What follows belongs to an exercise in optimizing a design on an open flow for small area and a short achievable clock period; a production flow would make more cautious choices.
Where RTL was checked, it was by simulation tests only, not by an equivalence proof against the original.

the previous run:
Design CannyEdge, start of the top module:
module CannyEdge(dAddrRegRow, dAddrRegCol, bWE, bCE, InData, OutData,
	OPMode, bOPEnable, dReadReg, dWriteReg,	clk, rst_b);
Size in the first run: roughly 1600 cells after synthesis, ~38 I/O pins, roughly 22000 µm² of cells after synthesis.
clock: 10.0 ns
lec_check: 0
cap_margin: 20
core_margin: 2
core_utilization: 40
slew_margin: 20
standard.sh (not shown) runs the stock make flow with config.mk's settings and CLKGATE_MAP_FILE= SYNTH_SCRIPT=/design/flow/synth_recipe.tcl, a recipe that flattens the netlist after the stock synthesis.
==> flow/flow/run.sh <==
#!/bin/bash
# Layout flow: the standard flow (standard.sh), unchanged synthesis, plus
#  1. fapol.py on the synthesized netlist: full adders are self-dual, so
#     each fa cell may be fed complemented inputs and give complemented
#     outputs; fapol picks the polarities that need the fewest inverters
#     and rewrites the netlist (registers and ports untouched).
#  2. port buffers of a plain buffer cell (buf_2) instead of the default pick,
#  3. the resizer's setup margin raised so repair_timing keeps shortening
#     the critical paths past the 10 ns constraint,
#  4. a clock tree of smaller buffers and no dummy loads.
# Each tool's output goes to a log file in this folder.
set -u
R=orfs/results/${FLOW_PLATFORM:-sky130hd}/CannyEdge/base
export BUFFER_PORTS_ARGS="-buffer_cell sky130_fd_sc_hd__buf_2"
export SETUP_SLACK_MARGIN=${MARGIN:-5.6}
export CTS_ARGS="-sink_clustering_enable -repair_clock_nets -dont_use_dummy_load -buf_list sky130_fd_sc_hd__clkbuf_8 -sink_clustering_size 16 -sink_clustering_max_diameter 60"
bash standard.sh synth > synth.log 2>&1 || exit 1
if python3 flow/fapol.py $R/1_2_yosys.v $R/1_2_yosys_fapol.v > fapol.log 2>&1; then
  cp $R/1_2_yosys.v $R/1_2_yosys_std.v
  cp $R/1_2_yosys_fapol.v $R/1_2_yosys.v
  rm -f $R/1_synth.odb $R/1_synth.sdc
fi
bash standard.sh > standard.log 2>&1
Other scripts of this flow, unchanged in this note and not shown: flow/flow/fapol.py
Modified inputs, the current run compared to the previous run
--- a/flow/design.v
+++ b/flow/design.v
@@ -496,18 +496,18 @@
 wire g_450 = (g_436 & g_438) | (g_436 & g_440) | (g_438 & g_440);
 wire g_451 = g_442 ^ g_449;
 wire g_452 = g_442 & g_449;
 assign gsum0 = {1'b1, 1'b1, g_444, g_432, g_412, g_409, g_381, g_351, g_317, g_252, g_249, g_217};
 assign gsum1 = {1'b0, g_450, g_448, g_445, g_431, g_411, g_383, g_353, g_319, g_283, g_222, g_219};
 assign gsum2 = {1'b0, g_452, g_446, g_434, g_414, g_386, g_356, g_322, g_288, g_285, g_251, glow[3]};
 assign gsum3 = {1'b0, 1'b0, g_451, g_447, g_433, g_413, g_385, g_355, g_321, g_287, g_253, g_221};
-wire signed [10:0] gx_n = $signed({3'b0, x2}) + $signed({3'b0, x12}) + $signed({2'b0, x7, 1'b0})
-                        - $signed({3'b0, x0}) - $signed({3'b0, x10}) - $signed({2'b0, x5, 1'b0});
-wire signed [10:0] gy_n = $signed({3'b0, x0}) + $signed({3'b0, x2}) + $signed({2'b0, x1, 1'b0})
-                        - $signed({3'b0, x10}) - $signed({3'b0, x12}) - $signed({2'b0, x11, 1'b0});
+wire signed [10:0] gx_n = {3'b0, x2} + {3'b0, x12} + {2'b0, x7, 1'b0}
+                        - {3'b0, x0} - {3'b0, x10} - {2'b0, x5, 1'b0};
+wire signed [10:0] gy_n = {3'b0, x0} + {3'b0, x2} + {2'b0, x1, 1'b0}
+                        - {3'b0, x10} - {3'b0, x12} - {2'b0, x11, 1'b0};
 wire sx = Gx[10], sy = Gy[10];
 wire [10:0] ax = sx ? -Gx : Gx;
 wire [10:0] ay = sy ? -Gy : Gy;
 wire [11:0] asum = ax + ay;
 wire d0  = {ay, 1'b0} <= {1'b0, ax};
 wire d45 = {2'b0, ay, 1'b0} <= ({1'b0, ax, 2'b0} + {3'b0, ax});
 wire [1:0] dir_n = d0 ? 2'd0 : d45 ? ((sx ^ sy) ? 2'd3 : 2'd1) : 2'd2;
==> comparison <==
From the previous run to the current run the numbers moved as follows: average wire per cell in the routed design flat; final worst setup slack barely changed; final net count essentially unchanged.
Diff the current run..the previous run | global-route wire length before repair | unchanged
In terms of instance count of the mapped netlist, the previous run and the current run differ only marginally.
No functional check of the RTL was part of the previous run.

static timing again, ports no longer ideal:
Ports are ideal in the flow. The routed layouts listed here were re-timed in OpenROAD.
Step 1: set_driving_cell puts a clkbuf_16 on clk and a buf_2 on each other input, an assumption about the parent block.
Step 2, shift: input delay + t, output delay - t, t = (earliest + latest rising clock arrival at the registers) / 2. This alone moves slack from input paths to output paths.
a / b / c = ideal ports / drivers / drivers and shift; a / b = the first two.
run | t, ns | setup slack, ns | worst register clock-pin slew, ns
the previous run | 0.645 | 5.678 / 5.679 / 5.065 | 0.11 / 0.11
the current run | 0.645 | 5.678 / 5.679 / 5.065 | 0.11 / 0.11
After both steps every run listed still meets setup and hold.
